Context: an optimization exercise on an open-source flow, tuned for small area and a short achievable clock period. The choices shown serve that exercise and are no tape-out recipe. At most, simulation tests tie the RTL to the original design; equivalence was not proved. No functional check of the RTL was part of runs 1 and 2. In every run shown here, the design's own scripts or RTL, not TritonCTS, make the clock network. The clock port is modelled as an ideal driver, which makes a skipped or thinned clock tree look cheaper than it is; a real chip needs a root buffer or a tree. Power and IR drop assume default switching activity.

$ cat flow/flow/run.sh
#!/bin/bash
# Own layout flow: the standard ORFS flow (standard.sh) with three changes:
#  - synthesis: the same script as synth_recipe.tcl, except that the second
#    part of Yosys's synth (fine:) runs with -noabc, so the bit-level adders
#    of the design reach extract_fa as written and map onto full-adder cells
#    without inverters between them (the final ABC mapping still runs);
#  - port buffers: buffer_ports uses sky130_fd_sc_hd__buf_1 instead of the
#    cell it picks by itself (clkdlybuf4s50_1);
#  - clock tree: flow/mycts.tcl (sourced before CTS) replaces
#    clock_tree_synthesis with a one-level tree (4 clkbuf_16 buffers fed by
#    the clock port, each driving a quarter of the flip-flops).
# Each tool's output goes to its own log file in the work folder.
set -euo pipefail
work=$(pwd)
first='proc synth {args} { yosys synth -nofsm -noshare {*}$args }'
if [[ "$(head -1 synth_recipe.tcl)" == "$first" ]]; then
  {
    echo 'proc synth {args} { if {[lsearch $args "fine:"] >= 0} { yosys synth -nofsm -noshare -noabc {*}$args } else { yosys synth -nofsm -noshare {*}$args } }'
    tail -n +2 synth_recipe.tcl
  } > "$work/own_synth.tcl"
else
  cp synth_recipe.tcl "$work/own_synth.tcl"
fi
extra=()
if [[ -f flow/extra.mk ]]; then
  while IFS= read -r line; do
    [[ -n "$line" && "$line" != \#* ]] && extra+=("$line")
  done < flow/extra.mk
fi
bash standard.sh SYNTH_SCRIPT="$work/own_synth.tcl" \
  "BUFFER_PORTS_ARGS=-buffer_cell sky130_fd_sc_hd__buf_1" "PRE_CTS_TCL=$work/flow/mycts.tcl" ${extra[@]+"${extra[@]}"} finish \
  > "$work/orfs_make.log" 2>&1
$ cat flow/flow/mycts.tcl
rename clock_tree_synthesis orig_clock_tree_synthesis
proc clock_tree_synthesis {args} {
  set leaf_cell sky130_fd_sc_hd__clkbuf_16
  set root_cell none
  set nleaf 4
  if {[info exists ::env(OWN_CTS_LEAVES)]} { set nleaf $::env(OWN_CTS_LEAVES) }
  if {[info exists ::env(OWN_CTS_LEAF_CELL)]} { set leaf_cell $::env(OWN_CTS_LEAF_CELL) }
  if {[info exists ::env(OWN_CTS_ROOT_CELL)]} { set root_cell $::env(OWN_CTS_ROOT_CELL) }
  set block [ord::get_db_block]
  set clk_port [lindex [all_clocks] 0]
  set clk_net [[$block findBTerm clk] getNet]
  set sinks {}
  foreach pin [get_pins -of_objects [get_nets clk]] {
    if {[get_property $pin direction] ne "input"} { continue }
    set it [sta::sta_to_db_pin $pin]
    set bb [[$it getInst] getBBox]
    lappend sinks [list [expr {([$bb xMin] + [$bb xMax]) / 2}] [expr {([$bb yMin] + [$bb yMax]) / 2}] $pin]
  }
  set n [llength $sinks]
  puts "own cts: $n sinks, $nleaf leaf buffers"
  # split into nleaf groups: sort by y into rows of groups, then by x
  set ny [expr {int(sqrt($nleaf))}]
  if {$ny < 1} { set ny 1 }
  set nx [expr {($nleaf + $ny - 1) / $ny}]
  set groups {}
  set byy [lsort -integer -index 1 $sinks]
  set per_row [expr {($n + $ny - 1) / $ny}]
  for {set r 0} {$r < $ny} {incr r} {
    set row [lrange $byy [expr {$r * $per_row}] [expr {($r + 1) * $per_row - 1}]]
    set byx [lsort -integer -index 0 $row]
    set m [llength $byx]
    set per [expr {($m + $nx - 1) / $nx}]
    for {set c 0} {$c < $nx} {incr c} {
      set g [lrange $byx [expr {$c * $per}] [expr {($c + 1) * $per - 1}]]
      if {[llength $g]} { lappend groups $g }
    }
  }
  set dbu [$block getDbUnitsPerMicron]
  set leaves {}
  set k 0
  foreach g $groups {
    set sx 0; set sy 0; set pins {}
    foreach s $g { set sx [expr {$sx + [lindex $s 0]}]; set sy [expr {$sy + [lindex $s 1]}]; lappend pins [lindex $s 2] }
    set cx [expr {double($sx) / [llength $g] / $dbu}]
    set cy [expr {double($sy) / [llength $g] / $dbu}]
    set name "clkleaf_$k"
    set r [insert_buffer -buffer_cell $leaf_cell -net [get_nets clk] -load_pins $pins -location [list $cx $cy] -buffer_name $name -net_name "clknet_leaf_$k"]
    set name [get_full_name $r]
    lappend leaves $name
    incr k
  }
  if {$root_cell eq "none"} {
    foreach net [$block getNets] {
      set nm [$net getName]
      if {[string match clknet_* $nm] || $net eq $clk_net} { $net setSigType CLOCK }
    }
    set_propagated_clock [all_clocks]
    return
  }
  # root buffer at the centre of the leaves
  set sx 0; set sy 0; set pins {}
  foreach l $leaves {
    set bb [[$block findInst $l] getBBox]
    set sx [expr {$sx + ([$bb xMin] + [$bb xMax]) / 2}]
    set sy [expr {$sy + ([$bb yMin] + [$bb yMax]) / 2}]
    lappend pins [get_pins $l/A]
  }
  set cx [expr {double($sx) / [llength $leaves] / $dbu}]
  set cy [expr {double($sy) / [llength $leaves] / $dbu}]
  insert_buffer -buffer_cell $root_cell -net [get_nets clk] -load_pins $pins -location [list $cx $cy] -buffer_name clkroot -net_name clknet_root
  foreach net [$block getNets] {
    set nm [$net getName]
    if {[string match clknet_* $nm] || $net eq $clk_net} { $net setSigType CLOCK }
  }
  set_propagated_clock [all_clocks]
}
$ cat flow/standard.sh
#!/bin/bash
# synth_recipe.tcl (not shown) runs the flow's synth.tcl, then flattens the netlist and writes it again
# the make line also repeats each setting of config.mk as NAME=value (left out here)
make -C /OpenROAD-flow-scripts/flow DESIGN_CONFIG=/design/flow/config.mk WORK_HOME=/design/flow/orfs CLKGATE_MAP_FILE= SYNTH_SCRIPT=/design/flow/synth_recipe.tcl "${@:-finish}"
$ cat flow/config.mk
export PLATFORM = sky130hd
export DESIGN_NAME = pipelined_multiplier
export DESIGN_NICKNAME = pipelined_multiplier
export VERILOG_FILES = /design/flow/design.v
export SDC_FILE = /design/flow/constraint.sdc
export NUM_CORES = 4
export LEC_CHECK = 0
export CAP_MARGIN = 20
export CORE_MARGIN = 2
export CORE_UTILIZATION = 60
export SETUP_SLACK_MARGIN = 2.8
export SLEW_MARGIN = 20
$ cat flow/constraint.sdc
create_clock -name core_clock -period 4.5 [get_ports {clk}]
set_input_delay 0.9000 -clock core_clock [delete_from_list [all_inputs] [get_ports {clk}]]
set_output_delay 0.9000 -clock core_clock [all_outputs]
set_load 0.01 [all_outputs]
$ cat flow/design.v
module pipelined_multiplier (
    input clk,
    input rst,
    input [10:0] n1,
    input [7:0] n2,
    output [18:0] product
);
    reg [10:0] a1;
    reg [7:0] b1;
    reg [48:0] r2;
    reg [32:0] r3;
    reg v1, v2, v3, vn4;
    reg [18:0] qn4;
    wire pp1;
    wire pp2;
    wire pp3;
    wire pp4;
    wire pp5;
    wire pp6;
    wire pp7;
    wire pp8;
    wire pp9;
    wire pp10;
    wire pp11;
    wire pp12;
    wire pp13;
    wire pp14;
    wire pp15;
    wire pp16;
    wire pp17;
    wire pp18;
    wire pp19;
    wire pp20;
    wire pp21;
    wire pp22;
    wire pp23;
    wire pp24;
    wire pp25;
    wire pp26;
    wire pp27;
    wire pp28;
    wire pp29;
    wire pp30;
    wire pp31;
    wire pp32;
    wire pp33;
    wire pp34;
    wire pp35;
    wire pp36;
    wire pp37;
    wire pp38;
    wire pp39;
    wire pp40;
    wire pp41;
    wire pp42;
    wire pp43;
    wire pp44;
    wire pp45;
    wire pp46;
    wire pp47;
    wire pp48;
    wire pp49;
    wire pp50;
    wire pp51;
    wire pp52;
    wire pp53;
    wire pp54;
    wire pp55;
    wire pp56;
    wire pp57;
    wire pp58;
    wire pp59;
    wire pp60;
    wire pp61;
    wire pp62;
    wire pp63;
    wire pp64;
    wire pp65;
    wire pp66;
    wire pp67;
    wire pp68;
    wire pp69;
    wire pp70;
    wire pp71;
    wire pp72;
    wire pp73;
    wire pp74;
    wire pp75;
    wire pp76;
    wire pp77;
    wire pp78;
    wire pp79;
    wire pp80;
    wire pp81;
    wire pp82;
    wire pp83;
    wire pp84;
    wire pp85;
    wire pp86;
    wire pp87;
    wire pp88;
    wire s89;
    wire c90;
    wire s91;
    wire c92;
    wire s93;
    wire c94;
    wire s95;
    wire c96;
    wire s97;
    wire c98;
    wire s99;
    wire c100;
    wire s101;
    wire c102;
    wire s103;
    wire c104;
    wire s105;
    wire c106;
    wire s107;
    wire c108;
    wire s109;
    wire c110;
    wire s111;
    wire c112;
    wire s113;
    wire c114;
    wire s115;
    wire c116;
    wire s117;
    wire c118;
    wire s119;
    wire c120;
    wire s121;
    wire c122;
    wire s123;
    wire c124;
    wire s125;
    wire c126;
    wire s127;
    wire c128;
    wire s129;
    wire c130;
    wire s131;
    wire c132;
    wire s133;
    wire c134;
    wire s135;
    wire c136;
    wire s137;
    wire c138;
    wire s139;
    wire c140;
    wire s141;
    wire c142;
    wire s143;
    wire c144;
    wire s145;
    wire c146;
    wire s147;
    wire c148;
    wire s149;
    wire c150;
    wire s151;
    wire c152;
    wire s153;
    wire c154;
    wire s155;
    wire c156;
    wire s157;
    wire c158;
    wire s159;
    wire c160;
    wire s161;
    wire c162;
    wire s163;
    wire c164;
    wire s165;
    wire c166;
    wire s167;
    wire c168;
    wire s169;
    wire c170;
    wire s171;
    wire c172;
    wire s173;
    wire c174;
    wire s175;
    wire c176;
    wire s177;
    wire c178;
    wire s179;
    wire c180;
    wire s181;
    wire c182;
    wire s183;
    wire c184;
    wire s185;
    wire c186;
    wire s187;
    wire c188;
    wire s189;
    wire c190;
    wire s191;
    wire c192;
    wire s193;
    wire c194;
    wire s195;
    wire c196;
    wire s197;
    wire c198;
    wire s199;
    wire c200;
    wire s201;
    wire c202;
    wire s203;
    wire c204;
    wire s205;
    wire c206;
    wire s207;
    wire c208;
    wire g209;
    wire p210;
    wire g211;
    wire p212;
    wire g213;
    wire p214;
    wire g215;
    wire p216;
    wire g217;
    wire p218;
    wire g219;
    wire p220;
    wire g221;
    wire p222;
    wire g223;
    wire p224;
    wire g225;
    wire p226;
    wire g227;
    wire p228;
    wire g229;
    wire p230;
    wire g231;
    wire p232;
    wire g233;
    wire p234;
    wire g235;
    wire p236;
    wire g237;
    wire p238;
    wire G1_239;
    wire P1_240;
    wire P1_241;
    wire P1_242;
    wire G1_243;
    wire P1_244;
    wire G1_245;
    wire P1_246;
    wire G1_247;
    wire P1_248;
    wire G1_249;
    wire P1_250;
    wire G1_251;
    wire P1_252;
    wire G1_253;
    wire P1_254;
    wire G1_255;
    wire P1_256;
    wire G1_257;
    wire P1_258;
    wire G1_259;
    wire P1_260;
    wire G1_261;
    wire P1_262;
    wire G1_263;
    wire P1_264;
    wire G1_265;
    wire P1_266;
    wire G1_267;
    wire P1_268;
    wire G2_269;
    wire G2_270;
    wire P2_271;
    wire P2_272;
    wire G2_273;
    wire P2_274;
    wire G2_275;
    wire P2_276;
    wire G2_277;
    wire P2_278;
    wire G2_279;
    wire P2_280;
    wire G2_281;
    wire P2_282;
    wire G2_283;
    wire P2_284;
    wire G2_285;
    wire P2_286;
    wire G2_287;
    wire P2_288;
    wire G2_289;
    wire P2_290;
    wire G2_291;
    wire P2_292;
    wire G2_293;
    wire P2_294;
    wire G2_295;
    wire P2_296;
    wire G3_297;
    wire G3_298;
    wire G3_299;
    wire G3_300;
    wire P3_301;
    wire G3_302;
    wire P3_303;
    wire G3_304;
    wire P3_305;
    wire G3_306;
    wire P3_307;
    wire G3_308;
    wire P3_309;
    wire G3_310;
    wire P3_311;
    wire G3_312;
    wire P3_313;
    wire G3_314;
    wire P3_315;
    wire G3_316;
    wire P3_317;
    wire G3_318;
    wire P3_319;
    wire G4_320;
    wire G4_321;
    wire G4_322;
    wire G4_323;
    wire G4_324;
    wire G4_325;
    wire G4_326;
    wire G4_327;
    wire P4_328;
    wire G4_329;
    wire P4_330;
    wire G5_331;
    wire sum332;
    wire sum333;
    wire sum334;
    wire sum335;
    wire sum336;
    wire sum337;
    wire sum338;
    wire sum339;
    wire sum340;
    wire sum341;
    wire sum342;
    wire sum343;
    wire sum344;
    wire sum345;
    wire sum346;
    wire sum347;
    assign pp1 = ~a1[0] & ~b1[0];
    assign pp2 = ~a1[0] & ~b1[1];
    assign pp3 = ~a1[0] & ~b1[2];
    assign pp4 = ~a1[0] & ~b1[3];
    assign pp5 = ~a1[0] & ~b1[4];
    assign pp6 = ~a1[0] & ~b1[5];
    assign pp7 = ~a1[0] & ~b1[6];
    assign pp8 = ~a1[0] & ~b1[7];
    assign pp9 = ~a1[1] & ~b1[0];
    assign pp10 = ~a1[1] & ~b1[1];
    assign pp11 = ~a1[1] & ~b1[2];
    assign pp12 = ~a1[1] & ~b1[3];
    assign pp13 = ~a1[1] & ~b1[4];
    assign pp14 = ~a1[1] & ~b1[5];
    assign pp15 = ~a1[1] & ~b1[6];
    assign pp16 = ~a1[1] & ~b1[7];
    assign pp17 = ~a1[2] & ~b1[0];
    assign pp18 = ~a1[2] & ~b1[1];
    assign pp19 = ~a1[2] & ~b1[2];
    assign pp20 = ~a1[2] & ~b1[3];
    assign pp21 = ~a1[2] & ~b1[4];
    assign pp22 = ~a1[2] & ~b1[5];
    assign pp23 = ~a1[2] & ~b1[6];
    assign pp24 = ~a1[2] & ~b1[7];
    assign pp25 = ~a1[3] & ~b1[0];
    assign pp26 = ~a1[3] & ~b1[1];
    assign pp27 = ~a1[3] & ~b1[2];
    assign pp28 = ~a1[3] & ~b1[3];
    assign pp29 = ~a1[3] & ~b1[4];
    assign pp30 = ~a1[3] & ~b1[5];
    assign pp31 = ~a1[3] & ~b1[6];
    assign pp32 = ~a1[3] & ~b1[7];
    assign pp33 = ~a1[4] & ~b1[0];
    assign pp34 = ~a1[4] & ~b1[1];
    assign pp35 = ~a1[4] & ~b1[2];
    assign pp36 = ~a1[4] & ~b1[3];
    assign pp37 = ~a1[4] & ~b1[4];
    assign pp38 = ~a1[4] & ~b1[5];
    assign pp39 = ~a1[4] & ~b1[6];
    assign pp40 = ~a1[4] & ~b1[7];
    assign pp41 = ~a1[5] & ~b1[0];
    assign pp42 = ~a1[5] & ~b1[1];
    assign pp43 = ~a1[5] & ~b1[2];
    assign pp44 = ~a1[5] & ~b1[3];
    assign pp45 = ~a1[5] & ~b1[4];
    assign pp46 = ~a1[5] & ~b1[5];
    assign pp47 = ~a1[5] & ~b1[6];
    assign pp48 = ~a1[5] & ~b1[7];
    assign pp49 = ~a1[6] & ~b1[0];
    assign pp50 = ~a1[6] & ~b1[1];
    assign pp51 = ~a1[6] & ~b1[2];
    assign pp52 = ~a1[6] & ~b1[3];
    assign pp53 = ~a1[6] & ~b1[4];
    assign pp54 = ~a1[6] & ~b1[5];
    assign pp55 = ~a1[6] & ~b1[6];
    assign pp56 = ~a1[6] & ~b1[7];
    assign pp57 = ~a1[7] & ~b1[0];
    assign pp58 = ~a1[7] & ~b1[1];
    assign pp59 = ~a1[7] & ~b1[2];
    assign pp60 = ~a1[7] & ~b1[3];
    assign pp61 = ~a1[7] & ~b1[4];
    assign pp62 = ~a1[7] & ~b1[5];
    assign pp63 = ~a1[7] & ~b1[6];
    assign pp64 = ~a1[7] & ~b1[7];
    assign pp65 = ~a1[8] & ~b1[0];
    assign pp66 = ~a1[8] & ~b1[1];
    assign pp67 = ~a1[8] & ~b1[2];
    assign pp68 = ~a1[8] & ~b1[3];
    assign pp69 = ~a1[8] & ~b1[4];
    assign pp70 = ~a1[8] & ~b1[5];
    assign pp71 = ~a1[8] & ~b1[6];
    assign pp72 = ~a1[8] & ~b1[7];
    assign pp73 = ~a1[9] & ~b1[0];
    assign pp74 = ~a1[9] & ~b1[1];
    assign pp75 = ~a1[9] & ~b1[2];
    assign pp76 = ~a1[9] & ~b1[3];
    assign pp77 = ~a1[9] & ~b1[4];
    assign pp78 = ~a1[9] & ~b1[5];
    assign pp79 = ~a1[9] & ~b1[6];
    assign pp80 = ~a1[9] & ~b1[7];
    assign pp81 = ~a1[10] & ~b1[0];
    assign pp82 = ~a1[10] & ~b1[1];
    assign pp83 = ~a1[10] & ~b1[2];
    assign pp84 = ~a1[10] & ~b1[3];
    assign pp85 = ~a1[10] & ~b1[4];
    assign pp86 = ~a1[10] & ~b1[5];
    assign pp87 = ~a1[10] & ~b1[6];
    assign pp88 = ~a1[10] & ~b1[7];
    assign s89 = pp3 ^ pp10 ^ pp17;
    assign c90 = (pp3 & pp10) | (pp3 & pp17) | (pp10 & pp17);
    assign s91 = pp4 ^ pp11 ^ pp18;
    assign c92 = (pp4 & pp11) | (pp4 & pp18) | (pp11 & pp18);
    assign s93 = pp5 ^ pp12 ^ pp19;
    assign c94 = (pp5 & pp12) | (pp5 & pp19) | (pp12 & pp19);
    assign s95 = pp6 ^ pp13 ^ pp20;
    assign c96 = (pp6 & pp13) | (pp6 & pp20) | (pp13 & pp20);
    assign s97 = pp27 ^ pp34 ^ pp41;
    assign c98 = (pp27 & pp34) | (pp27 & pp41) | (pp34 & pp41);
    assign s99 = pp7 ^ pp14 ^ pp21;
    assign c100 = (pp7 & pp14) | (pp7 & pp21) | (pp14 & pp21);
    assign s101 = pp28 ^ pp35 ^ pp42;
    assign c102 = (pp28 & pp35) | (pp28 & pp42) | (pp35 & pp42);
    assign s103 = pp8 ^ pp15 ^ pp22;
    assign c104 = (pp8 & pp15) | (pp8 & pp22) | (pp15 & pp22);
    assign s105 = pp29 ^ pp36 ^ pp43;
    assign c106 = (pp29 & pp36) | (pp29 & pp43) | (pp36 & pp43);
    assign s107 = pp16 ^ pp23 ^ pp30;
    assign c108 = (pp16 & pp23) | (pp16 & pp30) | (pp23 & pp30);
    assign s109 = pp37 ^ pp44 ^ pp51;
    assign c110 = (pp37 & pp44) | (pp37 & pp51) | (pp44 & pp51);
    assign s111 = pp24 ^ pp31 ^ pp38;
    assign c112 = (pp24 & pp31) | (pp24 & pp38) | (pp31 & pp38);
    assign s113 = pp45 ^ pp52 ^ pp59;
    assign c114 = (pp45 & pp52) | (pp45 & pp59) | (pp52 & pp59);
    assign s115 = pp32 ^ pp39 ^ pp46;
    assign c116 = (pp32 & pp39) | (pp32 & pp46) | (pp39 & pp46);
    assign s117 = pp53 ^ pp60 ^ pp67;
    assign c118 = (pp53 & pp60) | (pp53 & pp67) | (pp60 & pp67);
    assign s119 = pp40 ^ pp47 ^ pp54;
    assign c120 = (pp40 & pp47) | (pp40 & pp54) | (pp47 & pp54);
    assign s121 = pp61 ^ pp68 ^ pp75;
    assign c122 = (pp61 & pp68) | (pp61 & pp75) | (pp68 & pp75);
    assign s123 = pp48 ^ pp55 ^ pp62;
    assign c124 = (pp48 & pp55) | (pp48 & pp62) | (pp55 & pp62);
    assign s125 = pp69 ^ pp76 ^ pp83;
    assign c126 = (pp69 & pp76) | (pp69 & pp83) | (pp76 & pp83);
    assign s127 = pp56 ^ pp63 ^ pp70;
    assign c128 = (pp56 & pp63) | (pp56 & pp70) | (pp63 & pp70);
    assign s129 = pp64 ^ pp71 ^ pp78;
    assign c130 = (pp64 & pp71) | (pp64 & pp78) | (pp71 & pp78);
    assign s131 = pp72 ^ pp79 ^ pp86;
    assign c132 = (pp72 & pp79) | (pp72 & pp86) | (pp79 & pp86);
    assign s133 = pp25 ^ c90 ^ s91;
    assign c134 = (pp25 & c90) | (pp25 & s91) | (c90 & s91);
    assign s135 = pp26 ^ pp33 ^ c92;
    assign c136 = (pp26 & pp33) | (pp26 & c92) | (pp33 & c92);
    assign s137 = c94 ^ s95 ^ s97;
    assign c138 = (c94 & s95) | (c94 & s97) | (s95 & s97);
    assign s139 = pp49 ^ c96 ^ c98;
    assign c140 = (pp49 & c96) | (pp49 & c98) | (c96 & c98);
    assign s141 = pp50 ^ pp57 ^ c100;
    assign c142 = (pp50 & pp57) | (pp50 & c100) | (pp57 & c100);
    assign s143 = c102 ^ s103 ^ s105;
    assign c144 = (c102 & s103) | (c102 & s105) | (s103 & s105);
    assign s145 = pp58 ^ pp65 ^ c104;
    assign c146 = (pp58 & pp65) | (pp58 & c104) | (pp65 & c104);
    assign s147 = c106 ^ s107 ^ s109;
    assign c148 = (c106 & s107) | (c106 & s109) | (s107 & s109);
    assign s149 = pp66 ^ pp73 ^ c108;
    assign c150 = (pp66 & pp73) | (pp66 & c108) | (pp73 & c108);
    assign s151 = c110 ^ s111 ^ s113;
    assign c152 = (c110 & s111) | (c110 & s113) | (s111 & s113);
    assign s153 = pp74 ^ pp81 ^ c112;
    assign c154 = (pp74 & pp81) | (pp74 & c112) | (pp81 & c112);
    assign s155 = c114 ^ s115 ^ s117;
    assign c156 = (c114 & s115) | (c114 & s117) | (s115 & s117);
    assign s157 = pp82 ^ c116 ^ c118;
    assign c158 = (pp82 & c116) | (pp82 & c118) | (c116 & c118);
    assign s159 = c120 ^ c122 ^ s123;
    assign c160 = (c120 & c122) | (c120 & s123) | (c122 & s123);
    assign s161 = pp77 ^ pp84 ^ c124;
    assign c162 = (pp77 & pp84) | (pp77 & c124) | (pp84 & c124);
    assign s163 = pp85 ^ c128 ^ s129;
    assign c164 = (pp85 & c128) | (pp85 & s129) | (c128 & s129);
    assign s165 = pp80 ^ pp87 ^ c132;
    assign c166 = (pp80 & pp87) | (pp80 & c132) | (pp87 & c132);
    assign s167 = r2[29] ^ r2[30];
    assign c168 = r2[29] & r2[30];
    assign s169 = r2[10] ^ r2[11];
    assign c170 = r2[10] & r2[11];
    assign s171 = r2[14] ^ r2[15];
    assign c172 = r2[14] & r2[15];
    assign s173 = r2[17] ^ r2[18] ^ r2[19];
    assign c174 = (r2[17] & r2[18]) | (r2[17] & r2[19]) | (r2[18] & r2[19]);
    assign s175 = r2[21] ^ r2[22] ^ r2[23];
    assign c176 = (r2[21] & r2[22]) | (r2[21] & r2[23]) | (r2[22] & r2[23]);
    assign s177 = r2[25] ^ r2[26] ^ r2[27];
    assign c178 = (r2[25] & r2[26]) | (r2[25] & r2[27]) | (r2[26] & r2[27]);
    assign s179 = r2[31] ^ r2[32] ^ r2[33];
    assign c180 = (r2[31] & r2[32]) | (r2[31] & r2[33]) | (r2[32] & r2[33]);
    assign s181 = r2[34] ^ r2[35] ^ r2[36];
    assign c182 = (r2[34] & r2[35]) | (r2[34] & r2[36]) | (r2[35] & r2[36]);
    assign s183 = r2[37] ^ r2[38] ^ r2[39];
    assign c184 = (r2[37] & r2[38]) | (r2[37] & r2[39]) | (r2[38] & r2[39]);
    assign s185 = r2[5] ^ r2[6];
    assign c186 = r2[5] & r2[6];
    assign s187 = r2[8] ^ r2[9];
    assign c188 = r2[8] & r2[9];
    assign s189 = r2[12] ^ r2[13] ^ s169;
    assign c190 = (r2[12] & r2[13]) | (r2[12] & s169) | (r2[13] & s169);
    assign s191 = r2[16] ^ c170 ^ s171;
    assign c192 = (r2[16] & c170) | (r2[16] & s171) | (c170 & s171);
    assign s193 = r2[20] ^ c172 ^ s173;
    assign c194 = (r2[20] & c172) | (r2[20] & s173) | (c172 & s173);
    assign s195 = r2[24] ^ c174 ^ s175;
    assign c196 = (r2[24] & c174) | (r2[24] & s175) | (c174 & s175);
    assign s197 = r2[28] ^ c176 ^ s177;
    assign c198 = (r2[28] & c176) | (r2[28] & s177) | (c176 & s177);
    assign s199 = s167 ^ c178 ^ s179;
    assign c200 = (s167 & c178) | (s167 & s179) | (c178 & s179);
    assign s201 = c168 ^ c180 ^ s181;
    assign c202 = (c168 & c180) | (c168 & s181) | (c180 & s181);
    assign s203 = r2[40] ^ c182 ^ s183;
    assign c204 = (r2[40] & c182) | (r2[40] & s183) | (c182 & s183);
    assign s205 = r2[41] ^ r2[42] ^ c184;
    assign c206 = (r2[41] & r2[42]) | (r2[41] & c184) | (r2[42] & c184);
    assign s207 = r2[43] ^ r2[44] ^ r2[45];
    assign c208 = (r2[43] & r2[44]) | (r2[43] & r2[45]) | (r2[44] & r2[45]);
    assign p210 = r2[1] ^ r2[2];
    assign g209 = r2[1] & r2[2];
    assign p212 = r2[7] ^ s185;
    assign g211 = r2[7] & s185;
    assign p214 = c186 ^ s187;
    assign g213 = c186 & s187;
    assign p216 = c188 ^ s189;
    assign g215 = c188 & s189;
    assign p218 = c190 ^ s191;
    assign g217 = c190 & s191;
    assign p220 = c192 ^ s193;
    assign g219 = c192 & s193;
    assign p222 = c194 ^ s195;
    assign g221 = c194 & s195;
    assign p224 = c196 ^ s197;
    assign g223 = c196 & s197;
    assign p226 = c198 ^ s199;
    assign g225 = c198 & s199;
    assign p228 = c200 ^ s201;
    assign g227 = c200 & s201;
    assign p230 = c202 ^ s203;
    assign g229 = c202 & s203;
    assign p232 = c204 ^ s205;
    assign g231 = c204 & s205;
    assign p234 = c206 ^ s207;
    assign g233 = c206 & s207;
    assign p236 = r2[46] ^ c208;
    assign g235 = r2[46] & c208;
    assign p238 = r2[47] ^ r2[48];
    assign g237 = r2[47] & r2[48];
    assign G1_239 = r3[3] & r3[2];
    assign P1_240 = r3[3] & r3[1];
    assign P1_241 = r3[4] & r3[3];
    assign P1_242 = r3[5] & r3[4];
    assign G1_243 = r3[8] | (r3[7] & r3[6]);
    assign P1_244 = r3[7] & r3[5];
    assign G1_245 = r3[10] | (r3[9] & r3[8]);
    assign P1_246 = r3[9] & r3[7];
    assign G1_247 = r3[12] | (r3[11] & r3[10]);
    assign P1_248 = r3[11] & r3[9];
    assign G1_249 = r3[14] | (r3[13] & r3[12]);
    assign P1_250 = r3[13] & r3[11];
    assign G1_251 = r3[16] | (r3[15] & r3[14]);
    assign P1_252 = r3[15] & r3[13];
    assign G1_253 = r3[18] | (r3[17] & r3[16]);
    assign P1_254 = r3[17] & r3[15];
    assign G1_255 = r3[20] | (r3[19] & r3[18]);
    assign P1_256 = r3[19] & r3[17];
    assign G1_257 = r3[22] | (r3[21] & r3[20]);
    assign P1_258 = r3[21] & r3[19];
    assign G1_259 = r3[24] | (r3[23] & r3[22]);
    assign P1_260 = r3[23] & r3[21];
    assign G1_261 = r3[26] | (r3[25] & r3[24]);
    assign P1_262 = r3[25] & r3[23];
    assign G1_263 = r3[28] | (r3[27] & r3[26]);
    assign P1_264 = r3[27] & r3[25];
    assign G1_265 = r3[30] | (r3[29] & r3[28]);
    assign P1_266 = r3[29] & r3[27];
    assign G1_267 = r3[32] | (r3[31] & r3[30]);
    assign P1_268 = r3[31] & r3[29];
    assign G2_269 = P1_241 & r3[2];
    assign G2_270 = r3[6] | (P1_242 & G1_239);
    assign P2_271 = P1_242 & P1_240;
    assign P2_272 = P1_244 & P1_241;
    assign G2_273 = G1_245 | (P1_246 & r3[6]);
    assign P2_274 = P1_246 & P1_242;
    assign G2_275 = G1_247 | (P1_248 & G1_243);
    assign P2_276 = P1_248 & P1_244;
    assign G2_277 = G1_249 | (P1_250 & G1_245);
    assign P2_278 = P1_250 & P1_246;
    assign G2_279 = G1_251 | (P1_252 & G1_247);
    assign P2_280 = P1_252 & P1_248;
    assign G2_281 = G1_253 | (P1_254 & G1_249);
    assign P2_282 = P1_254 & P1_250;
    assign G2_283 = G1_255 | (P1_256 & G1_251);
    assign P2_284 = P1_256 & P1_252;
    assign G2_285 = G1_257 | (P1_258 & G1_253);
    assign P2_286 = P1_258 & P1_254;
    assign G2_287 = G1_259 | (P1_260 & G1_255);
    assign P2_288 = P1_260 & P1_256;
    assign G2_289 = G1_261 | (P1_262 & G1_257);
    assign P2_290 = P1_262 & P1_258;
    assign G2_291 = G1_263 | (P1_264 & G1_259);
    assign P2_292 = P1_264 & P1_260;
    assign G2_293 = G1_265 | (P1_266 & G1_261);
    assign P2_294 = P1_266 & P1_262;
    assign G2_295 = G1_267 | (P1_268 & G1_263);
    assign P2_296 = P1_268 & P1_264;
    assign G3_297 = G1_243 | (P2_272 & r3[2]);
    assign G3_298 = G2_273 | (P2_274 & G1_239);
    assign G3_299 = G2_275 | (P2_276 & G2_269);
    assign G3_300 = G2_277 | (P2_278 & G2_270);
    assign P3_301 = P2_278 & P2_271;
    assign G3_302 = G2_279 | (P2_280 & G1_243);
    assign P3_303 = P2_280 & P2_272;
    assign G3_304 = G2_281 | (P2_282 & G2_273);
    assign P3_305 = P2_282 & P2_274;
    assign G3_306 = G2_283 | (P2_284 & G2_275);
    assign P3_307 = P2_284 & P2_276;
    assign G3_308 = G2_285 | (P2_286 & G2_277);
    assign P3_309 = P2_286 & P2_278;
    assign G3_310 = G2_287 | (P2_288 & G2_279);
    assign P3_311 = P2_288 & P2_280;
    assign G3_312 = G2_289 | (P2_290 & G2_281);
    assign P3_313 = P2_290 & P2_282;
    assign G3_314 = G2_291 | (P2_292 & G2_283);
    assign P3_315 = P2_292 & P2_284;
    assign G3_316 = G2_293 | (P2_294 & G2_285);
    assign P3_317 = P2_294 & P2_286;
    assign G3_318 = G2_295 | (P2_296 & G2_287);
    assign P3_319 = P2_296 & P2_288;
    assign G4_320 = G3_302 | (P3_303 & r3[2]);
    assign G4_321 = G3_304 | (P3_305 & G1_239);
    assign G4_322 = G3_306 | (P3_307 & G2_269);
    assign G4_323 = G3_308 | (P3_309 & G2_270);
    assign G4_324 = G3_310 | (P3_311 & G3_297);
    assign G4_325 = G3_312 | (P3_313 & G3_298);
    assign G4_326 = G3_314 | (P3_315 & G3_299);
    assign G4_327 = G3_316 | (P3_317 & G3_300);
    assign P4_328 = P3_317 & P3_301;
    assign G4_329 = G3_318 | (P3_319 & G3_302);
    assign P4_330 = P3_319 & P3_303;
    assign G5_331 = G4_329 | (P4_330 & r3[2]);
    assign sum332 = r3[3] ^ r3[2];
    assign sum333 = r3[4] ^ G1_239;
    assign sum334 = r3[5] ^ G2_269;
    assign sum335 = r3[7] ^ G2_270;
    assign sum336 = r3[9] ^ G3_297;
    assign sum337 = r3[11] ^ G3_298;
    assign sum338 = r3[13] ^ G3_299;
    assign sum339 = r3[15] ^ G3_300;
    assign sum340 = r3[17] ^ G4_320;
    assign sum341 = r3[19] ^ G4_321;
    assign sum342 = r3[21] ^ G4_322;
    assign sum343 = r3[23] ^ G4_323;
    assign sum344 = r3[25] ^ G4_324;
    assign sum345 = r3[27] ^ G4_325;
    assign sum346 = r3[29] ^ G4_326;
    assign sum347 = r3[31] ^ G4_327;
    wire [18:0] sum3 = {G5_331, sum347, sum346, sum345, sum344, sum343, sum342, sum341, sum340, sum339, sum338, sum337, sum336, sum335, sum334, sum333, sum332, r3[1], r3[0]};
    always @(posedge clk) begin
        a1 <= ~n1;
        b1 <= ~n2;
        r2[0] <= pp1;
        r2[1] <= pp2;
        r2[2] <= pp9;
        r2[3] <= s89;
        r2[4] <= s133;
        r2[5] <= s93;
        r2[6] <= c134;
        r2[7] <= s135;
        r2[8] <= c136;
        r2[9] <= s137;
        r2[10] <= s99;
        r2[11] <= s101;
        r2[12] <= c138;
        r2[13] <= s139;
        r2[14] <= c140;
        r2[15] <= s141;
        r2[16] <= s143;
        r2[17] <= c142;
        r2[18] <= c144;
        r2[19] <= s145;
        r2[20] <= s147;
        r2[21] <= c146;
        r2[22] <= c148;
        r2[23] <= s149;
        r2[24] <= s151;
        r2[25] <= c150;
        r2[26] <= c152;
        r2[27] <= s153;
        r2[28] <= s155;
        r2[29] <= s119;
        r2[30] <= s121;
        r2[31] <= c154;
        r2[32] <= c156;
        r2[33] <= s157;
        r2[34] <= s125;
        r2[35] <= c158;
        r2[36] <= s159;
        r2[37] <= c126;
        r2[38] <= s127;
        r2[39] <= c160;
        r2[40] <= s161;
        r2[41] <= c162;
        r2[42] <= s163;
        r2[43] <= c130;
        r2[44] <= s131;
        r2[45] <= c164;
        r2[46] <= s165;
        r2[47] <= pp88;
        r2[48] <= c166;
        r3[0] <= r2[0];
        r3[1] <= p210;
        r3[2] <= g209;
        r3[3] <= r2[3];
        r3[4] <= r2[4];
        r3[5] <= p212;
        r3[6] <= g211;
        r3[7] <= p214;
        r3[8] <= g213;
        r3[9] <= p216;
        r3[10] <= g215;
        r3[11] <= p218;
        r3[12] <= g217;
        r3[13] <= p220;
        r3[14] <= g219;
        r3[15] <= p222;
        r3[16] <= g221;
        r3[17] <= p224;
        r3[18] <= g223;
        r3[19] <= p226;
        r3[20] <= g225;
        r3[21] <= p228;
        r3[22] <= g227;
        r3[23] <= p230;
        r3[24] <= g229;
        r3[25] <= p232;
        r3[26] <= g231;
        r3[27] <= p234;
        r3[28] <= g233;
        r3[29] <= p236;
        r3[30] <= g235;
        r3[31] <= p238;
        r3[32] <= g237;
        qn4 <= ~sum3;
    end
    always @(posedge clk or posedge rst) begin
        if (rst) begin
            v1 <= 1'b0;
            v2 <= 1'b0;
            v3 <= 1'b0;
        end else begin
            v1 <= 1'b1;
            v2 <= v1;
            v3 <= v2;
        end
    end
    always @(posedge clk or posedge rst) begin
        if (rst)
            vn4 <= 1'b1;
        else
            vn4 <= ~v3;
    end
    assign product = ~(qn4 | {19{vn4}});
endmodule
==> results_dict.tcl, run 1 <==
set metrics [dict create \
    outcome "timing/DRC/antenna clean" \
    slowest_stage "dfstp_4" \
    arrival_ns 1.12 \
    leakagePower_uw 0.00246 \
    power_density_nw_per_um2 497 \
    design.die.area_um2 9120 \
    async_flop_share_pct 3.23 \
    antennaDiodeCount 0 \
    syn2layout_area_growth_pct 8.99 \
    grt_max_degree 32 \
    path_class "reg2out" \
    via_count 2873 \
    syn_area_um2 5020 \
    timing.rr.start "r3[2]" \
    clkTransAtPathRegs_ns 0.11 \
    r2r_setup_slack_ns 2.77 \
    syn_area_per_cell_um2 11.4 \
    dp_cells 561 \
    die_y_um 95.5 \
    crit_chain "buf_6 -> nor2_1 -> buf_1" \
    yosysTopAreaCell "dfxtp_1" \
    worst-path-max-fanout 9 \
    ios 40 \
    wirelength_mm 8.11 \
    place_area_um2 5190 \
    cp_slowest_stage_delay_ns 0.64 \
    die_w_um 95.5 \
    post-route-util_pct 67.0 \
    rows 33 \
    ys.flop_type "dfxtp_1" \
    postLayoutCellArea_um2 5480 \
    drive_above_1_share_pct 12.0 \
    grt_pass1_wl_mm 13.8 \
    synth_top_area_share_pct 47.8 \
    hold_end "r3[3]" \
    r2r_end "qn4[17]" \
    setup_viol 0 \
    holdWs_ns 0.333 \
    grt_pass1_vias 2894 \
    seq_area_frac_synth_pct 49.8 \
    place_hpwl_mm 5.91 \
    synth_cell_types 39 \
    synth_area_leaders "dfxtp_1, fa_1, nor2_1" \
    numPortBuffers 39 \
    final_cells 570 \
    core_um2 8180 \
    antenna_found_initial 0 \
    timing.final.crit_share_pct 45.0 \
    dr.pass1.iters 4 \
    drt-wirelength-per-cell_um 14.2 \
    ant_nets 0 \
    end_kind "output pin" \
    drv_cap 0 \
    initial_core_util_pct 61.4 \
    yosys_warnings 1 \
    gp_congestion 0.787 \
    vdd_drop_max_v 0.000247 \
    final_nets 564 \
    rr_worst_depth 6 \
    hp-class "reg2reg" \
    hold_viol 0 \
    synth_cells 441 \
    drt_first_iter_violations 49 \
    cp-start-kind "flop" \
    syn-num-nets 538 \
    viasPerCell 5.04 \
    hold_start "r2[3]" \
    num-fill-cells 622 \
    grtUsageTotal_pct 19.0 \
    drc 0 \
    min_period_ns 2.02 \
    final.setup.tns_ns 0 \
    drv_slew 0 \
    finClkSkew_ns 0.00884 \
    yosysMostFrequentCell "dfxtp_1" \
    overflow 0 \
    ys_ff_latch 124 \
    synth-edff-count 0 \
    worst_skew_pair.late_latency_ns 0.17 \
    required_ns 3.60 \
    clock.fmax_mhz 494 \
    rsz0062_at_grt "true" \
    hold_depth 0 \
    yosys-top-cells-count "dfxtp_1, nor2_1, fa_1, inv_1" \
]
## worst max-delay path by stage
| stage | start | to | slack (ns) | cells after the start |
|---|---|---|---|---|
| 2_1_floorplan | vn4 | product[11] | 2.75 | 3 |
| 3_3_place_gp | b1[7] | r2[24] | 2.66 | 3 |
| 3_5_place_dp | r3[3] | qn4[17] | 2.63 | 6 |
| 4_1_cts | vn4 | product[10] | 2.49 | 2 |
| 5_1_grt | vn4 | product[18] | 2.43 | 3 |
| 6_report | vn4 | product[3] | 2.48 | 3 |
## per-layer routing
layer	GRT usage, %	up-vias	wire length [µm]
met2	32.5	90	3720
met3	1.42	13	313
met1	26.8	1351	3900
met5	0	-	0
met4	4.29	0	165
li1	-	1419	-
## per-stage QoR
step | setup WS, ns | power, µW
4_1_cts | 2.49 | 2710
3_3_place_gp | 2.66 | 2250
2_1_floorplan | 2.75 | 2090
3_5_place_dp | 2.63 | 2270
5_1_grt | 2.43 | 2940
6_report | 2.48 | 2720
## worst max-delay path, delay by kind of cell, from the launching register on
kind                   cells  cell delay [ns]
flip-flops                 1             0.64
buffers and inverters      2             0.26
AND/OR/NAND/NOR            1             0.06
## cell families after synthesis
group / share of synthesized area (%)
flip-flops: 49.8
AO/OA/AOI/OAI: 5.75
buffers and inverters: 4.21
other: 0.0746
XOR/XNOR: 2.27
AND/OR/NAND/NOR: 10.7
adder cells (fa/ha/maj): 27.1
## flip-flops by register name, summed over array words and instances, names as in the netlist
name	count
a1	11
b1	8
qn4	19
r2	49
r3	33
v1	1
v2	1
v3	1
vn4	1
## what timing repair did
action	CTS	global route
resized for setup	32	28
pin swaps	4	1
endpoints found under the hold margin	0	0
hold buffers	0	0
setup endpoints to repair	51	36
setup buffers	1	4
## layout make-up, clock buffers not listed
type	count	area, µm²	share of cell area [%]
flip-flops and latches	124	2560	46.8
well taps	105	131	2.40
multi-input cells	265	2370	43.4
inverters	28	105	1.92
repair buffers	44	201	3.68
## cells in the final DEF (no fill, tap or decap), types with 3 or more instances in the layout
master,count
nor2_1,112
dfxtp_1,95
fa_1,55
buf_1,33
inv_1,28
ha_1,20
dfxtp_2,15
dfxtp_4,10
nand2_1,9
xnor2_1,8
a21o_1,7
a21oi_1,6
clkbuf_2,6
xor2_1,5
nor3_1,4
clkbuf_16,4
nand3_1,3
o21a_1,3
a211oi_1,3
dfrtp_1,3
## report_power, final
group | internal, µW | switching, µW | leakage, µW
logic | 353 | 383 | 0.00135
registers | 1360 | 206 | 0.00106
clock network | 165 | 249 | 0.0000493
==> run 2, diff against run 1 <==
--- a/flow/config.mk
+++ b/flow/config.mk
@@ -9,4 +9,4 @@
 export CORE_MARGIN = 2
 export CORE_UTILIZATION = 60
-export SETUP_SLACK_MARGIN = 2.8
+export SETUP_SLACK_MARGIN = 2.75
 export SLEW_MARGIN = 20
==> run 2 against run 1 <==
Against the previous run:
- global-route usage decreased by 0.12 points
- clock power increased by 2%
- synthesized cell count unchanged
- via count decreased by 1.3%
- power increased by 0.38%
- sequential share of layout area decreased by 0.29 points
- core utilization decreased by 0.31 points
==> results_dict.tcl, run 2 <==
set metrics [dict create \
    finClkSkew_ns 0.00739 \
    cp-start-kind "flop" \
    place_area_um2 5200 \
    numPortBuffers 39 \
    setup_viol 0 \
    grt_pass1_wl_mm 13.7 \
    core_um2 8180 \
    grtUsageTotal_pct 18.9 \
    min_period_ns 2.01 \
    r2r_setup_slack_ns 2.76 \
    cp_slowest_stage_delay_ns 0.65 \
    syn2layout_area_growth_pct 8.49 \
    synth_cell_types 39 \
    rows 33 \
    layout_common_cells "nor2_1, dfxtp_1, fa_1" \
    async_flop_share_pct 3.23 \
    place_hpwl_mm 5.99 \
    r2r_end "qn4[13]" \
    viasPerCell 4.98 \
    drc 0 \
    synth_top_area_share_pct 47.8 \
    grt_pass1_vias 2937 \
    cp_top_family "flip-flops" \
    clkTransAtPathRegs_ns 0.11 \
    grt_max_degree 32 \
    final_nets 564 \
    rr_worst_depth 5 \
    top_register "r2" \
    critical_path_buf_inv_count 2 \
    via_count 2836 \
    leakagePower_uw 0.00247 \
    gp_congestion 0.818 \
    ant_nets 0 \
    outcome "timing/DRC/antenna clean" \
    clock.fmax_mhz 497 \
    syn-num-nets 538 \
    rsz0062_at_grt "true" \
    ys.flop_type "dfxtp_1" \
    hp-class "reg2reg" \
    ys_ff_latch 124 \
    largest_register_ffs 49 \
    yosys_warnings 1 \
    critPathCapture "product[10]" \
    overflow 0 \
    die_w_um 95.5 \
    worst-path-max-fanout 7 \
    yosysMostFrequentCell "dfxtp_1" \
    ios 40 \
    yosys-top-cells-count "dfxtp_1, nor2_1, fa_1, inv_1" \
    design.die.area_um2 9120 \
    final.setup.tns_ns 0 \
    antennaDiodeCount 0 \
    crit_chain "buf_6 -> nor2_1 -> clkbuf_2" \
    initial_core_util_pct 61.4 \
    seq_area_frac_synth_pct 49.8 \
    path_class "reg2out" \
    wirelength_mm 8.10 \
    synth_cells 441 \
    drt_first_iter_violations 67 \
    synth_area_leaders "dfxtp_1, fa_1, nor2_1" \
    synth-edff-count 0 \
    yosysTopAreaCell "dfxtp_1" \
    worst_skew_pair.late_latency_ns 0.17 \
    drt-wirelength-per-cell_um 14.2 \
    vdd_drop_max_v 0.000281 \
    reg_top3 "r2 x49, r3 x33, qn4 x19" \
    syn_area_per_cell_um2 11.4 \
    drive_above_1_share_pct 11.6 \
    path_depth 3 \
    hold_viol 0 \
    syn_area_um2 5020 \
    postLayoutCellArea_um2 5450 \
    timing.rr.start "r3[7]" \
    layout_commonest_cell "nor2_1" \
    worstSetupStartpoint "vn4" \
    required_ns 3.60 \
    die_y_um 95.5 \
    drv_slew 0 \
    arrival_ns 1.11 \
    drv_cap 0 \
    hold_buffers 0 \
    end_kind "output pin" \
    slowest_stage "dfstp_4" \
    power_density_nw_per_um2 501 \
    timing.final.crit_share_pct 44.7 \
    antenna_found_initial 0 \
    dr.pass1.iters 4 \
]
## run 2: cell counts after synthesis
Identical to the previous run, type by type.
## run 2: logic make-up (layout without fill, tap and decap cells)
| group | Yosys count | in the layout | share of synthesized area [%] |
|---|---|---|---|
| other | 1 | 1 | 0.0746 |
| and+or+nand+nor | 135 | 135 | 10.7 |
| buffers and inverters | 52 | 76 | 4.21 |
| adders and majority gates | 76 | 76 | 27.1 |
| xor gates and xnor gates | 13 | 13 | 2.27 |
| DFF | 124 | 124 | 49.8 |
| AOI/OAI and AO/OA | 40 | 40 | 5.75 |
## run 2: how the worst min path moves through the flow
| stage | start | to | slack, ns | cells past startpoint |
|---|---|---|---|---|
| after floorplan | r2[0] | r3[0] | 0.31 | 0 |
| after global placement | r2[0] | r3[0] | 0.31 | 0 |
| after detailed placement | r2[3] | r3[3] | 0.31 | 0 |
| after CTS | r2[3] | r3[3] | 0.34 | 0 |
| after global routing | r2[3] | r3[3] | 0.35 | 0 |
| final | r2[3] | r3[3] | 0.34 | 0 |
## run 2: area by class of cell, clock buffers not listed
class | instances | area [µm²]
multi-input cells | 265 | 2370
flip-flops and latches | 124 | 2540
well taps | 105 | 131
repair buffers | 44 | 208
fillers | 648 | 2730
inverters | 28 | 105
## run 2: power by group
group	switching [µW]	leakage (µW)	internal, µW
registers	203	0.00105	1370
logic	383	0.00137	356
clock network	256	0.0000493	165
total	842	0.00247	1890
## run 2: per-layer routing
| layer | up-vias | part of all wire (%) | track usage, % |
|---|---|---|---|
| met5 | - | 0 | 0 |
| met4 | 0 | 0.94 | 1.67 |
| met3 | 6 | 4.2 | 1.50 |
| met2 | 73 | 47 | 34.0 |
| met1 | 1343 | 48 | 26.2 |
| li1 | 1414 | - | - |
## run 2: stage by stage
| stage | utilization [%] | power, µW | hold WS [ns] | setup WS (ns) | instances |
|---|---|---|---|---|---|
| after floorplan | - | 2090 | 0.310 | 2.74 | 441 |
| after global placement | 63.6 | 2250 | 0.313 | 2.66 | 561 |
| after detailed placement | 63.6 | 2280 | 0.315 | 2.64 | 561 |
| after CTS | 65.9 | 2720 | 0.341 | 2.49 | 568 |
| after global routing | 66.7 | 2940 | 0.353 | 2.42 | 570 |
| final | 66.7 | 2730 | 0.338 | 2.49 | 570 |
## run 2: worst register-to-register path, cell delays in order, from the launching register on
cell      delay, ns
dfxtp_1        0.37
o21ai_0        0.38
a22oi_1        0.23
a211oi_2       0.30
nor2b_1        0.08
o311ai_0       0.28
## run 2: repair_timing
item	CTS	global route
gates resized for setup	25	21
endpoints found under the setup margin	42	31
buffers inserted	3	2
pin swaps	4	5
==> run 3, diff against run 2 <==
--- a/flow/design.v
+++ b/flow/design.v
@@ -4,5 +4,5 @@
     input [10:0] n1,
     input [7:0] n2,
-    output [18:0] product
+    output reg [18:0] product
 );
     reg [10:0] a1;
@@ -10,6 +10,5 @@
     reg [48:0] r2;
     reg [32:0] r3;
-    reg v1, v2, v3, vn4;
-    reg [18:0] qn4;
+    reg v1, v2, v3;
     wire pp1;
     wire pp2;
@@ -567,69 +566,69 @@
     assign s207 = r2[43] ^ r2[44] ^ r2[45];
     assign c208 = (r2[43] & r2[44]) | (r2[43] & r2[45]) | (r2[44] & r2[45]);
-    assign p210 = r2[1] ^ r2[2];
-    assign g209 = r2[1] & r2[2];
-    assign p212 = r2[7] ^ s185;
-    assign g211 = r2[7] & s185;
-    assign p214 = c186 ^ s187;
-    assign g213 = c186 & s187;
-    assign p216 = c188 ^ s189;
-    assign g215 = c188 & s189;
-    assign p218 = c190 ^ s191;
-    assign g217 = c190 & s191;
-    assign p220 = c192 ^ s193;
-    assign g219 = c192 & s193;
-    assign p222 = c194 ^ s195;
-    assign g221 = c194 & s195;
-    assign p224 = c196 ^ s197;
-    assign g223 = c196 & s197;
-    assign p226 = c198 ^ s199;
-    assign g225 = c198 & s199;
-    assign p228 = c200 ^ s201;
-    assign g227 = c200 & s201;
-    assign p230 = c202 ^ s203;
-    assign g229 = c202 & s203;
-    assign p232 = c204 ^ s205;
-    assign g231 = c204 & s205;
-    assign p234 = c206 ^ s207;
-    assign g233 = c206 & s207;
-    assign p236 = r2[46] ^ c208;
-    assign g235 = r2[46] & c208;
-    assign p238 = r2[47] ^ r2[48];
-    assign g237 = r2[47] & r2[48];
-    assign G1_239 = r3[3] & r3[2];
-    assign P1_240 = r3[3] & r3[1];
+    assign p210 = r3[1] ^ r3[2];
+    assign g209 = r3[1] & r3[2];
+    assign p212 = r3[5] ^ r3[6];
+    assign g211 = r3[5] & r3[6];
+    assign p214 = r3[7] ^ r3[8];
+    assign g213 = r3[7] & r3[8];
+    assign p216 = r3[9] ^ r3[10];
+    assign g215 = r3[9] & r3[10];
+    assign p218 = r3[11] ^ r3[12];
+    assign g217 = r3[11] & r3[12];
+    assign p220 = r3[13] ^ r3[14];
+    assign g219 = r3[13] & r3[14];
+    assign p222 = r3[15] ^ r3[16];
+    assign g221 = r3[15] & r3[16];
+    assign p224 = r3[17] ^ r3[18];
+    assign g223 = r3[17] & r3[18];
+    assign p226 = r3[19] ^ r3[20];
+    assign g225 = r3[19] & r3[20];
+    assign p228 = r3[21] ^ r3[22];
+    assign g227 = r3[21] & r3[22];
+    assign p230 = r3[23] ^ r3[24];
+    assign g229 = r3[23] & r3[24];
+    assign p232 = r3[25] ^ r3[26];
+    assign g231 = r3[25] & r3[26];
+    assign p234 = r3[27] ^ r3[28];
+    assign g233 = r3[27] & r3[28];
+    assign p236 = r3[29] ^ r3[30];
+    assign g235 = r3[29] & r3[30];
+    assign p238 = r3[31] ^ r3[32];
+    assign g237 = r3[31] & r3[32];
+    assign G1_239 = r3[3] & g209;
+    assign P1_240 = r3[3] & p210;
     assign P1_241 = r3[4] & r3[3];
-    assign P1_242 = r3[5] & r3[4];
-    assign G1_243 = r3[8] | (r3[7] & r3[6]);
-    assign P1_244 = r3[7] & r3[5];
-    assign G1_245 = r3[10] | (r3[9] & r3[8]);
-    assign P1_246 = r3[9] & r3[7];
-    assign G1_247 = r3[12] | (r3[11] & r3[10]);
-    assign P1_248 = r3[11] & r3[9];
-    assign G1_249 = r3[14] | (r3[13] & r3[12]);
-    assign P1_250 = r3[13] & r3[11];
-    assign G1_251 = r3[16] | (r3[15] & r3[14]);
-    assign P1_252 = r3[15] & r3[13];
-    assign G1_253 = r3[18] | (r3[17] & r3[16]);
-    assign P1_254 = r3[17] & r3[15];
-    assign G1_255 = r3[20] | (r3[19] & r3[18]);
-    assign P1_256 = r3[19] & r3[17];
-    assign G1_257 = r3[22] | (r3[21] & r3[20]);
-    assign P1_258 = r3[21] & r3[19];
-    assign G1_259 = r3[24] | (r3[23] & r3[22]);
-    assign P1_260 = r3[23] & r3[21];
-    assign G1_261 = r3[26] | (r3[25] & r3[24]);
-    assign P1_262 = r3[25] & r3[23];
-    assign G1_263 = r3[28] | (r3[27] & r3[26]);
-    assign P1_264 = r3[27] & r3[25];
-    assign G1_265 = r3[30] | (r3[29] & r3[28]);
-    assign P1_266 = r3[29] & r3[27];
-    assign G1_267 = r3[32] | (r3[31] & r3[30]);
-    assign P1_268 = r3[31] & r3[29];
-    assign G2_269 = P1_241 & r3[2];
-    assign G2_270 = r3[6] | (P1_242 & G1_239);
+    assign P1_242 = p212 & r3[4];
+    assign G1_243 = g213 | (p214 & g211);
+    assign P1_244 = p214 & p212;
+    assign G1_245 = g215 | (p216 & g213);
+    assign P1_246 = p216 & p214;
+    assign G1_247 = g217 | (p218 & g215);
+    assign P1_248 = p218 & p216;
+    assign G1_249 = g219 | (p220 & g217);
+    assign P1_250 = p220 & p218;
+    assign G1_251 = g221 | (p222 & g219);
+    assign P1_252 = p222 & p220;
+    assign G1_253 = g223 | (p224 & g221);
+    assign P1_254 = p224 & p222;
+    assign G1_255 = g225 | (p226 & g223);
+    assign P1_256 = p226 & p224;
+    assign G1_257 = g227 | (p228 & g225);
+    assign P1_258 = p228 & p226;
+    assign G1_259 = g229 | (p230 & g227);
+    assign P1_260 = p230 & p228;
+    assign G1_261 = g231 | (p232 & g229);
+    assign P1_262 = p232 & p230;
+    assign G1_263 = g233 | (p234 & g231);
+    assign P1_264 = p234 & p232;
+    assign G1_265 = g235 | (p236 & g233);
+    assign P1_266 = p236 & p234;
+    assign G1_267 = g237 | (p238 & g235);
+    assign P1_268 = p238 & p236;
+    assign G2_269 = P1_241 & g209;
+    assign G2_270 = g211 | (P1_242 & G1_239);
     assign P2_271 = P1_242 & P1_240;
     assign P2_272 = P1_244 & P1_241;
-    assign G2_273 = G1_245 | (P1_246 & r3[6]);
+    assign G2_273 = G1_245 | (P1_246 & g211);
     assign P2_274 = P1_246 & P1_242;
     assign G2_275 = G1_247 | (P1_248 & G1_243);
@@ -655,5 +654,5 @@
     assign G2_295 = G1_267 | (P1_268 & G1_263);
     assign P2_296 = P1_268 & P1_264;
-    assign G3_297 = G1_243 | (P2_272 & r3[2]);
+    assign G3_297 = G1_243 | (P2_272 & g209);
     assign G3_298 = G2_273 | (P2_274 & G1_239);
     assign G3_299 = G2_275 | (P2_276 & G2_269);
@@ -678,5 +677,5 @@
     assign G3_318 = G2_295 | (P2_296 & G2_287);
     assign P3_319 = P2_296 & P2_288;
-    assign G4_320 = G3_302 | (P3_303 & r3[2]);
+    assign G4_320 = G3_302 | (P3_303 & g209);
     assign G4_321 = G3_304 | (P3_305 & G1_239);
     assign G4_322 = G3_306 | (P3_307 & G2_269);
@@ -689,22 +688,22 @@
     assign G4_329 = G3_318 | (P3_319 & G3_302);
     assign P4_330 = P3_319 & P3_303;
-    assign G5_331 = G4_329 | (P4_330 & r3[2]);
-    assign sum332 = r3[3] ^ r3[2];
+    assign G5_331 = G4_329 | (P4_330 & g209);
+    assign sum332 = r3[3] ^ g209;
     assign sum333 = r3[4] ^ G1_239;
-    assign sum334 = r3[5] ^ G2_269;
-    assign sum335 = r3[7] ^ G2_270;
-    assign sum336 = r3[9] ^ G3_297;
-    assign sum337 = r3[11] ^ G3_298;
-    assign sum338 = r3[13] ^ G3_299;
-    assign sum339 = r3[15] ^ G3_300;
-    assign sum340 = r3[17] ^ G4_320;
-    assign sum341 = r3[19] ^ G4_321;
-    assign sum342 = r3[21] ^ G4_322;
-    assign sum343 = r3[23] ^ G4_323;
-    assign sum344 = r3[25] ^ G4_324;
-    assign sum345 = r3[27] ^ G4_325;
-    assign sum346 = r3[29] ^ G4_326;
-    assign sum347 = r3[31] ^ G4_327;
-    wire [18:0] sum3 = {G5_331, sum347, sum346, sum345, sum344, sum343, sum342, sum341, sum340, sum339, sum338, sum337, sum336, sum335, sum334, sum333, sum332, r3[1], r3[0]};
+    assign sum334 = p212 ^ G2_269;
+    assign sum335 = p214 ^ G2_270;
+    assign sum336 = p216 ^ G3_297;
+    assign sum337 = p218 ^ G3_298;
+    assign sum338 = p220 ^ G3_299;
+    assign sum339 = p222 ^ G3_300;
+    assign sum340 = p224 ^ G4_320;
+    assign sum341 = p226 ^ G4_321;
+    assign sum342 = p228 ^ G4_322;
+    assign sum343 = p230 ^ G4_323;
+    assign sum344 = p232 ^ G4_324;
+    assign sum345 = p234 ^ G4_325;
+    assign sum346 = p236 ^ G4_326;
+    assign sum347 = p238 ^ G4_327;
+    wire [18:0] sum3 = {G5_331, sum347, sum346, sum345, sum344, sum343, sum342, sum341, sum340, sum339, sum338, sum337, sum336, sum335, sum334, sum333, sum332, p210, r3[0]};
     always @(posedge clk) begin
         a1 <= ~n1;
@@ -760,37 +759,36 @@
         r2[48] <= c166;
         r3[0] <= r2[0];
-        r3[1] <= p210;
-        r3[2] <= g209;
+        r3[1] <= r2[1];
+        r3[2] <= r2[2];
         r3[3] <= r2[3];
         r3[4] <= r2[4];
-        r3[5] <= p212;
-        r3[6] <= g211;
-        r3[7] <= p214;
-        r3[8] <= g213;
-        r3[9] <= p216;
-        r3[10] <= g215;
-        r3[11] <= p218;
-        r3[12] <= g217;
-        r3[13] <= p220;
-        r3[14] <= g219;
-        r3[15] <= p222;
-        r3[16] <= g221;
-        r3[17] <= p224;
-        r3[18] <= g223;
-        r3[19] <= p226;
-        r3[20] <= g225;
-        r3[21] <= p228;
-        r3[22] <= g227;
-        r3[23] <= p230;
-        r3[24] <= g229;
-        r3[25] <= p232;
-        r3[26] <= g231;
-        r3[27] <= p234;
-        r3[28] <= g233;
-        r3[29] <= p236;
-        r3[30] <= g235;
-        r3[31] <= p238;
-        r3[32] <= g237;
-        qn4 <= ~sum3;
+        r3[5] <= r2[7];
+        r3[6] <= s185;
+        r3[7] <= c186;
+        r3[8] <= s187;
+        r3[9] <= c188;
+        r3[10] <= s189;
+        r3[11] <= c190;
+        r3[12] <= s191;
+        r3[13] <= c192;
+        r3[14] <= s193;
+        r3[15] <= c194;
+        r3[16] <= s195;
+        r3[17] <= c196;
+        r3[18] <= s197;
+        r3[19] <= c198;
+        r3[20] <= s199;
+        r3[21] <= c200;
+        r3[22] <= s201;
+        r3[23] <= c202;
+        r3[24] <= s203;
+        r3[25] <= c204;
+        r3[26] <= s205;
+        r3[27] <= c206;
+        r3[28] <= s207;
+        r3[29] <= r2[46];
+        r3[30] <= c208;
+        r3[31] <= r2[47];
+        r3[32] <= r2[48];
     end
     always @(posedge clk or posedge rst) begin
@@ -807,8 +805,7 @@
     always @(posedge clk or posedge rst) begin
         if (rst)
-            vn4 <= 1'b1;
+            product <= 19'b0;
         else
-            vn4 <= ~v3;
+            product <= sum3 & {19{v3}};
     end
-    assign product = ~(qn4 | {19{vn4}});
 endmodule
--- a/flow/config.mk
+++ b/flow/config.mk
@@ -9,4 +9,4 @@
 export CORE_MARGIN = 2
 export CORE_UTILIZATION = 60
-export SETUP_SLACK_MARGIN = 2.75
+export SETUP_SLACK_MARGIN = 2.8
 export SLEW_MARGIN = 20
==> run 3 against run 2 <==
Against the previous run:
- largest cell class unchanged
- clock skew is 0.0051 ns higher
- fmax grew 17%
- setup slack better by 0.30 ns
- core utilization increased by 2.7 points
- still clean on timing, DRC and antenna
- power up 11%
- global-route usage rose by 1.2 points
- largest power group unchanged
==> results_dict.tcl, run 3 <==
set metrics [dict create \
    ys_ff_latch 123 \
    rsz0062_at_grt "true" \
    hold_buffers 0 \
    syn2layout_area_growth_pct 12.0 \
    drv_cap 0 \
    synthXorXnorAreaFrac_pct 1.37 \
    drive_above_1_share_pct 14.5 \
    drv_slew 0 \
    place_hpwl_mm 6.39 \
    viasPerCell 5.22 \
    timing.slew.headroom_pct 46.8 \
    largest_register_ffs 49 \
    min_period_ns 1.72 \
    vdd_drop_max_v 0.000257 \
    setup_ws_ns 2.78 \
    drt-wirelength-per-cell_um 14.9 \
    syn-num-nets 539 \
    rows 33 \
    gp_congestion 0.816 \
    hold_depth 0 \
    synth_top_family_by_area "adder cells" \
    worst-path-max-fanout 4 \
    synth_cells 442 \
    wirelength_mm 8.58 \
    synth_cell_types 43 \
    synth_area_leaders "dfxtp_1, fa_1, dfrtp_1" \
    synth_compound_area_share_pct 5.56 \
    top_register "r2" \
    worst_pin_slew_ns 0.797 \
    clkTransAtPathRegs_ns 0.11 \
    p_int_uw 2040 \
    reg_top3 "r2 x49, r3 x33, product x19" \
    p_sw_share_pct 32.6 \
    yosys_warnings 1 \
    synth-edff-count 0 \
    end_kind "flop" \
    ios 40 \
    path_class "reg2reg" \
    drc 0 \
    syn_area_per_cell_um2 11.6 \
    rr_worst_depth 6 \
    setup_viol 0 \
    antenna_found_initial 0 \
    yosysMostFrequentCell "dfxtp_1" \
    timing.final.crit_share_pct 38.2 \
    clockPowerShare_pct 13.7 \
    antennaDiodeCount 0 \
    ant_nets 0 \
    hold_viol 0 \
    hp-class "reg2reg" \
    die_w_um 96.3 \
    overflow 0 \
    synthMuxAreaShare_pct 0.196 \
    async_flop_share_pct 17.9 \
    core_um2 8260 \
    worst_skew_pair.late_latency_ns 0.17 \
    power_density_nw_per_um2 529 \
    comb_power_share_pct 38.1 \
    final_nets 568 \
    synth_top_area_share_pct 39.5 \
    cp-start-kind "flop" \
    finClkSkew_ns 0.0124 \
    netSwitchingPower_uw 987 \
    die_y_um 96.3 \
    seq_area_frac_synth_pct 50.3 \
    dr.pass1.iters 4 \
    design.die.area_um2 9270 \
    clock.fmax_mhz 582 \
    arrival_ns 1.82 \
    layout_commonest_cell "nor2_1" \
    power_frac_seq_pct 48.2 \
    outcome "timing/DRC/antenna clean" \
    numPortBuffers 39 \
    grt_pass1_wl_mm 14.7 \
    dp_slack_ns 2.63 \
    final.setup.tns_ns 0 \
    leakagePower_uw 0.00250 \
    via_count 2998 \
    yosys-top-cells-count "dfxtp_1, nor2_1, fa_1, inv_1, dfrtp_1" \
    initial_core_util_pct 61.9 \
    yosysTopAreaCell "dfxtp_1" \
    synth_simple_gate_area_share_pct 12.1 \
    grt_max_degree 32 \
    synthAdderAreaFrac_pct 26.7 \
    syn_area_um2 5110 \
    ys.flop_type "dfxtp_1" \
    required_ns 4.60 \
    holdWs_ns 0.333 \
    grtUsageTotal_pct 20.1 \
    grt_pass1_vias 3019 \
    drt_first_iter_violations 77 \
    layout_common_cells "nor2_1, dfxtp_1, fa_1" \
]
## run 3: final cells by class, clock buffers not listed
cell class	count	area, µm²
Fill cell	630	2530
Multi-Input combinational cell	271	2580
Timing Repair Buffer	46	199
Sequential cell	123	2620
Inverter	25	97.6
Tap cell	105	131
## run 3: worst paths after layout
kind	from	end	slack [ns]
min reg2reg	r2[48]	r3[32]	0.33
min	r2[48]	r3[32]	0.33
min in group asynchronous	rst	v3	0.84
max reg2reg	r3[7]	product[14]	2.78
max	r3[7]	product[14]	2.78
max in group asynchronous	rst	product[14]	3.16
## run 3: power by group through the flow
stage                     Combinational [µW]  Sequential, µW  Clock, µW
final                                   1160            1460        414
after detailed placement                 950            1460          0
after floorplan                          734            1450          0
after global routing                    1290            1490        475
after CTS                               1060            1450        425
after global placement                   934            1450          0
## run 3: what timing repair did
item	CTS	global route
setup buffers	6	1
pin swaps	9	7
resized for setup	43	23
setup endpoints to repair	32	16
## run 3: worst max-delay path, stage by stage (launching register included)
cell      delay, ns
dfxtp_2        0.35
ha_4           0.27
a21oi_4        0.14
o211ai_2       0.12
a32o_2         0.30
or4_1          0.40
nand3_1        0.08
## run 3: per-layer routing
layer,share of wire (%),GRT usage [%],vias up
met1,47,27.7,1457
met3,3.9,1.64,10
li1,-,-,1447
met2,48,35.9,84
met5,0,0,-
met4,1.3,2.35,0
## run 3: through the flow
stage / instances / cell area [µm²] / util (%) / total power, µW
after global placement: 563 / 5350 / 64.8 / 2390
after floorplan: 442 / 5180 / - / 2180
after global routing: 574 / 5730 / 69.4 / 3250
after detailed placement: 563 / 5350 / 64.8 / 2410
after CTS: 573 / 5630 / 68.1 / 2940
final: 574 / 5730 / 69.4 / 3030
## run 3: cells by family after synthesis
| logic type | Yosys count |
|---|---|
| AND/OR/NAND/NOR | 142 |
| flip-flops | 123 |
| adder cells (fa/ha/maj) | 76 |
| buffers and inverters | 48 |
| AO/OA/AOI/OAI | 43 |
| XOR/XNOR | 8 |
| other | 1 |
| multiplexers | 1 |

## port drivers added, routing unchanged
Ports are ideal in the flow. The routed layouts listed here were re-timed in OpenROAD. Step 1 assumes that a clkbuf_16 drives the clock port and a buf_2 every other input. Step 2, shift: input delay + t, output delay - t, t = (earliest + latest rising clock arrival at the registers) / 2. This alone moves slack from input paths to output paths. Three values: ideal ports, drivers, drivers and shift; two values: the first two.
run | t, ns | slack for setup (ns) | slew at the worst register clock pin (ns)
run 1 | 0.242 | 2.475 / 2.397 / 2.639 | 0.11 / 0.11
run 2 | 0.242 | 2.487 / 2.408 / 2.650 | 0.11 / 0.11
run 3 | 0.242 | 2.783 / 2.783 / 2.783 | 0.11 / 0.11
After both steps every run listed still meets setup and hold.
